This is an optimization exercise on Yosys and OpenROAD, whose aim is small area, a short achievable clock period and few clock cycles per item, not a production implementation.
At most, simulation tests tie the RTL to the original design; equivalence was not proved.

## garnet
Design nr_div, start of the top module:
module nr_div (
    input rstn,
    input clk,
    input [23:0] d,
    input in_valid,
    output reg in_ready,
    output reg [23:0] out,
    output reg out_valid,
    input out_ready
);
Size: ~3800 cells after synthesis, roughly 320 flip-flops, ~54 I/O pins, ~38000 um2 of cells after synthesis.
Settings: LEC_CHECK=0, CAP_MARGIN=20, CORE_MARGIN=2, CORE_UTILIZATION=40, SETUP_SLACK_MARGIN=4.5, SLEW_MARGIN=20; clock period 8.0 ns.
run.sh (not shown) runs the stock make flow with config.mk's settings and CLKGATE_MAP_FILE= SYNTH_SCRIPT=/design/flow/synth_recipe.tcl, a recipe that flattens the netlist after the stock synthesis.
The flow did not stop early for garnet: all stages ran, and the layout cleared the timing, DRC and antenna checks.
Testbench counts of garnet, summed over its fixed seeds: cycles 2,096, items 2,048.
Input changes introduced in juniper (baseline for comparison: garnet):
-- flow/config.mk --
<<< garnet, line 11
export SETUP_SLACK_MARGIN = 4.5
>>> juniper, line 11
Findings:
juniper against garnet: number of gates resized after cts lower; sequential share of layout area higher; detailed placer's ending HPWL higher.
The worst-case clock skew of juniper and that of garnet are within noise of each other.
Number of violations reported at the end of detailed-routing iteration 0 ended up 11% higher on juniper than on garnet.

---

Another version of the RTL of nr_div (not shown whole).
Size: roughly 3600 cells after synthesis, about 54 I/O pins.
clock: 8.0 ns
lec_check: 0
cap_margin: 20
core_margin: 2
core_utilization: 40
setup_slack_margin: 4.0
slew_margin: 20
standard.sh (not shown) runs the stock make flow with config.mk's settings and CLKGATE_MAP_FILE= SYNTH_SCRIPT=/design/flow/synth_recipe.tcl, a recipe that flattens the netlist after the stock synthesis.
==> flow/flow/run.sh <==
#!/bin/bash
# Standard layout, with one extra step between synthesis and floorplan:
# invopt.py re-polarises full and half adders so that the
# netlist needs fewer inverters around them.  Registers are untouched.
set -euo pipefail
R=orfs/results/${FLOW_PLATFORM}/nr_div/base
bash standard.sh synth > synth.log 2>&1
cp "$R/1_2_yosys.v" "$R/1_2_yosys.std.v"
python3 flow/invopt.py "$R/1_2_yosys.std.v" "$R/1_2_yosys.v" > invopt.log 2>&1
rm -f "$R/1_synth.odb" "$R/1_synth.sdc"
bash standard.sh > layout.log 2>&1
Other scripts of this flow, unchanged in this note and not shown: flow/flow/invopt.py
Testbench counts at the start, summed over its fixed seeds: cycles 2,128, items 2,048.
Rerun with:
CORE_UTILIZATION = 72   (was 40)
Effect: The new run completed without violations; count of clock-buffer cells in the layout goes down by 8; clock skew goes down by 0.019 ns; routed wire length goes up by 5.1%; global-route usage goes up by 16 points.
Rerun with:
CORE_UTILIZATION = 60   (was 72)
=> The changed run completed without violations; setup slack improved by 0.066 ns; global-route usage shrinks by 5.3 points; die area is higher by about a fifth; flip-flop and latch count stays the same; hold slack is better by 0.013 ns; wire length goes down slightly; count of clock-buffer cells in the layout decreases by 2.

---

Starting RTL as in the previous note.
Settings: LEC_CHECK=0, CAP_MARGIN=20, CORE_MARGIN=2, CORE_UTILIZATION=40, CTS_BUF_LIST=sky130_fd_sc_hd__clkbuf_8, CTS_CLUSTER_SIZE=30, PLACE_DENSITY=0.75, SETUP_SLACK_MARGIN=4.0, SLEW_MARGIN=20; clock period 8.0 ns.
==> flow/flow/run.sh <==
#!/bin/bash
# Standard layout, with one extra step between synthesis and floorplan:
# invopt.py re-polarises full and half adders and simple gates so that the
# netlist needs fewer inverters around them.  Registers are untouched.
set -euo pipefail
R=orfs/results/${FLOW_PLATFORM}/nr_div/base
bash standard.sh synth > synth.log 2>&1
cp "$R/1_2_yosys.v" "$R/1_2_yosys.std.v"
python3 flow/invopt.py "$R/1_2_yosys.std.v" "$R/1_2_yosys.v" > invopt.log 2>&1
rm -f "$R/1_synth.odb" "$R/1_synth.sdc"
bash standard.sh > layout.log 2>&1
Other scripts of this flow, unchanged in this note and not shown: flow/flow/invopt.py
The starting point went through all stages and came out clean.
Testbench counts at the start, summed over its fixed seeds: cycles 2,128, items 2,048.
Edit:
- ABC_AREA: not set -> 1
- CTS_BUF_LIST: sky130_fd_sc_hd__clkbuf_8 -> not set
- CTS_CLUSTER_SIZE: 30 -> not set
- PLACE_DENSITY: 0.75 -> not set
Result:
- final cell count went up by about a fifth
- wire length went up by a quarter to a third
- global-route usage went up by 3.0 points
- worst setup slack gains 0.12 ns
- via count went up by about a fifth
- first-iteration DRC count went up by a few percent
- design area went up by a few percent
- flip-flop and latch count is unchanged
- maximum frequency went up by a few percent
Edit:
- ABC_AREA: 1 -> not set
- CTS_BUF_LIST: not set -> sky130_fd_sc_hd__clkbuf_8
- CTS_CLUSTER_SIZE: not set -> 30
Effect: Count of clock-buffer cells in the layout grows by 26. Design area shrinks by 6.0%. Via count shrinks by 17%. Clock skew grows by 0.026 ns. Global-route usage shrinks by 2.6 points. Die area shrinks by 7.2%. Fmax shrinks by 2.6%.
Edit:
- CTS_BUF_LIST: sky130_fd_sc_hd__clkbuf_8 -> not set
- CTS_CLUSTER_SIZE: 30 -> not set
- PLACE_DENSITY: not set -> 0.75
Outcome: First-iteration DRC count went up by 41%; global-route usage went down by 0.53 points; core utilization stays flat; critical path depth went down by 3; hold slack gains 0.0073 ns; worst setup slack stays flat; count of clock-buffer cells in the layout went down by 23.

---

PW:
Another version of the RTL of nr_div (not shown whole).
Size in the first run: about 4,100 cells after synthesis, roughly 530 flip-flops, about 54 I/O pins, roughly 44,000 sq um of cells after synthesis.
==> flow/config.mk <==
export PLATFORM = sky130hd
export DESIGN_NAME = nr_div
export DESIGN_NICKNAME = nr_div
export VERILOG_FILES = /design/flow/design.v
export SDC_FILE = /design/flow/constraint.sdc
export NUM_CORES = 4
export LEC_CHECK = 0
export CAP_MARGIN = 20
export CORE_MARGIN = 2
export CORE_UTILIZATION = 40
export SETUP_SLACK_MARGIN = 3
export SLEW_MARGIN = 20
==> flow/constraint.sdc <==
create_clock -name core_clock -period 8.0 [get_ports {clk}]
set_input_delay 1.6000 -clock core_clock [delete_from_list [all_inputs] [get_ports {clk}]]
set_output_delay 1.6000 -clock core_clock [all_outputs]
set_load 0.01 [all_outputs]
run.sh (not shown) runs the stock make flow with config.mk's settings and CLKGATE_MAP_FILE= SYNTH_SCRIPT=/design/flow/synth_recipe.tcl, a recipe that flattens the netlist after the stock synthesis.
Stock flow here: none of the scripts above is used.
PW: PASS, flow complete, no timing, DRC or antenna violations
Input-level comparison between JK and PW:
Settings: a deleted SETUP_SLACK_MARGIN that had been 3.
Results
- In the metrics for PW and JK, the one carrying the higher clock-buffer cell count is PW.
- Looking at overall routing resource usage across PW and JK, the one that comes out higher is PW.
Function was not checked in any run of this note: the RTL went through the layout flow alone.

---

nr_div, a different RTL version from the one above (not shown whole).
For scale: about 54 I/O pins.
## nr_div
module nr_div (
    input rstn,
    input clk,
    input [23:0] d,
    input in_valid,
    output in_ready,
    output reg [23:0] out,
    output reg out_valid,
    input out_ready
);
clock: 8.0 ns
lec_check: 0
cap_margin: 20
core_margin: 2
core_utilization: 40
setup_slack_margin: 4.0
slew_margin: 20
standard.sh (not shown) runs the stock make flow with config.mk's settings and CLKGATE_MAP_FILE= SYNTH_SCRIPT=/design/flow/synth_recipe.tcl, a recipe that flattens the netlist after the stock synthesis.
==> flow/flow/run.sh <==
#!/bin/bash
# Standard layout, with one extra step between synthesis and floorplan:
# invopt.py re-polarises full adders (a full adder is self-dual) so that the
# netlist needs fewer inverters around them.  Registers are untouched.
set -euo pipefail
R=orfs/results/${FLOW_PLATFORM}/nr_div/base
bash standard.sh synth > synth.log 2>&1
cp "$R/1_2_yosys.v" "$R/1_2_yosys.std.v"
python3 flow/invopt.py "$R/1_2_yosys.std.v" "$R/1_2_yosys.v" > invopt.log 2>&1
rm -f "$R/1_synth.odb" "$R/1_synth.sdc"
bash standard.sh > layout.log 2>&1
Other scripts of this flow, unchanged in this note and not shown: flow/flow/invopt.py
==> next run, changes <==
--- a/flow/config.mk
+++ b/flow/config.mk
@@ -9,4 +9,4 @@
 export CORE_MARGIN = 2
 export CORE_UTILIZATION = 40
-export SETUP_SLACK_MARGIN = 4.0
+export SETUP_SLACK_MARGIN = 3.7
 export SLEW_MARGIN = 20
The new run completed with no timing, DRC or antenna violations.
Die area does not change.
Final cell count decreases slightly.
Sequential share of layout area is higher by 0.39 points.
Final area shrinks slightly.
Utilization came out lower by 0.50 points.
Hold slack improved by 8.7 ps.
Setup slack is worse by 240 ps.
First-iteration DRC count went up slightly.
No run of this note included a check of the RTL's function; only the layout flow was run.

---

Another version of the RTL of nr_div (not shown whole).
For scale: ~640 flip-flops, about 54 I/O pins, roughly 0.048 mm2 of cells after synthesis.
make LEC_CHECK=0 CAP_MARGIN=20 CORE_MARGIN=2 CORE_UTILIZATION=40 SETUP_SLACK_MARGIN=5 SLEW_MARGIN=20 finish   # period 8.0 ns
run.sh (not shown) runs the stock make flow with config.mk's settings and CLKGATE_MAP_FILE= SYNTH_SCRIPT=/design/flow/synth_recipe.tcl, a recipe that flattens the netlist after the stock synthesis.
Stock flow here: none of the scripts above is used.
Testbench counts at the start, summed over its fixed seeds: cycles 2,128, items 2,048.
Rerun with:
--- a/flow/config.mk
+++ b/flow/config.mk
@@ -11 +11 @@
-export SETUP_SLACK_MARGIN = 5
+export SETUP_SLACK_MARGIN = 3.7
What happened: The changed run produced a clean layout; critical path depth climbs by 1; synthesized area is unchanged; global-route usage drops by 2.0 points; via count drops by 6.1%; synthesized cell count stays the same; routed wire length drops by 12%; clock-buffer cell count stays the same; hold slack stays flat.
Rerun with:
--- a/flow/config.mk
+++ b/flow/config.mk
@@ -11 +10,0 @@
-export SETUP_SLACK_MARGIN = 3.7
Result:
- cell area fell slightly
- fmax decreases by a quarter to a third
- worst hold slack improved by 0.0080 ns
- worst setup slack degrades by 1.3 ns
- die area does not change
- non-clock buffer count fell by 80
- final cell count falls slightly
- routed wire length goes up slightly
- count of clock-buffer cells in the layout falls by 13

[afterwards: timing with drivers on the ports]
Ports are ideal in the flow. The routed layouts listed here were re-timed in OpenROAD. Step 1 sets driving cells, clkbuf_16 on the clock port and buf_2 on the other inputs (assumed; they add their load-dependent delay and slew). Step 2 adds t to the input delays and takes it off the output delays; t is the mean of the earliest and latest rising clock arrival at the registers after step 1. Input paths then give back, and output paths get back, about the clock's delay inside the block. Three values: ideal, step 1, step 2; two values: the first two.
run | shift t [ns] | setup slack, ns | worst setup path at the end | clock arrival spread, ns | worst register clock-pin slew, ns
garnet | 0.615 | 2.045 / 2.045 / 2.045 | register to register | 0.030 / 0.030 | 0.06 / 0.06
juniper | 0.614 | 1.126 / 1.126 / 1.126 | register to register | 0.028 / 0.028 | 0.07 / 0.07
the first run of note 2 | 0.700 | 3.964 / 3.964 / 3.570 | input to register | 0.050 / 0.050 | 0.07 / 0.07
the second run of note 2 | 0.673 | 3.886 / 3.886 / 3.720 | input to register | 0.023 / 0.023 | 0.07 / 0.07
the third run of note 2 | 0.699 | 3.952 / 3.952 / 3.865 | input to register | 0.057 / 0.057 | 0.07 / 0.07
the first run of note 3 | 0.736 | 3.935 / 3.935 / 3.811 | input to register | 0.041 / 0.041 | 0.07 / 0.07
the second run of note 3 | 0.688 | 4.056 / 4.056 / 3.913 | input to register | 0.030 / 0.029 | 0.07 / 0.07
the third run of note 3 | 0.756 | 3.952 / 3.952 / 3.399 | input to register | 0.055 / 0.055 | 0.08 / 0.08
the fourth run of note 3 | 0.674 | 3.952 / 3.952 / 3.616 | input to register | 0.020 / 0.020 | 0.07 / 0.07
PW | 0.688 | 2.797 / 2.797 / 2.797 | register to register | 0.085 / 0.086 | 0.07 / 0.07
JK | 0.695 | 1.992 / 1.992 / 1.992 | register to register | 0.082 / 0.082 | 0.07 / 0.07
the first run of note 5 | 0.692 | 4.043 / 4.043 / 3.851 | input to register | 0.051 / 0.051 | 0.07 / 0.07
the second run of note 5 | 0.686 | 3.807 / 3.807 / 3.265 | input to register | 0.057 / 0.057 | 0.07 / 0.07
the first run of note 6 | 0.735 | 3.852 / 3.852 / 3.852 | register to register | 0.060 / 0.060 | 0.07 / 0.07
the second run of note 6 | 0.695 | 3.753 / 3.753 / 3.753 | register to register | 0.076 / 0.076 | 0.06 / 0.06
the third run of note 6 | 0.707 | 2.476 / 2.476 / 2.476 | register to register | 0.059 / 0.059 | 0.07 / 0.07
After both steps setup and hold are still met in every run listed. The setup slack of the third run of note 3, which loses most, moves by 0.000 ns with the drivers and by -0.553 ns with both steps.
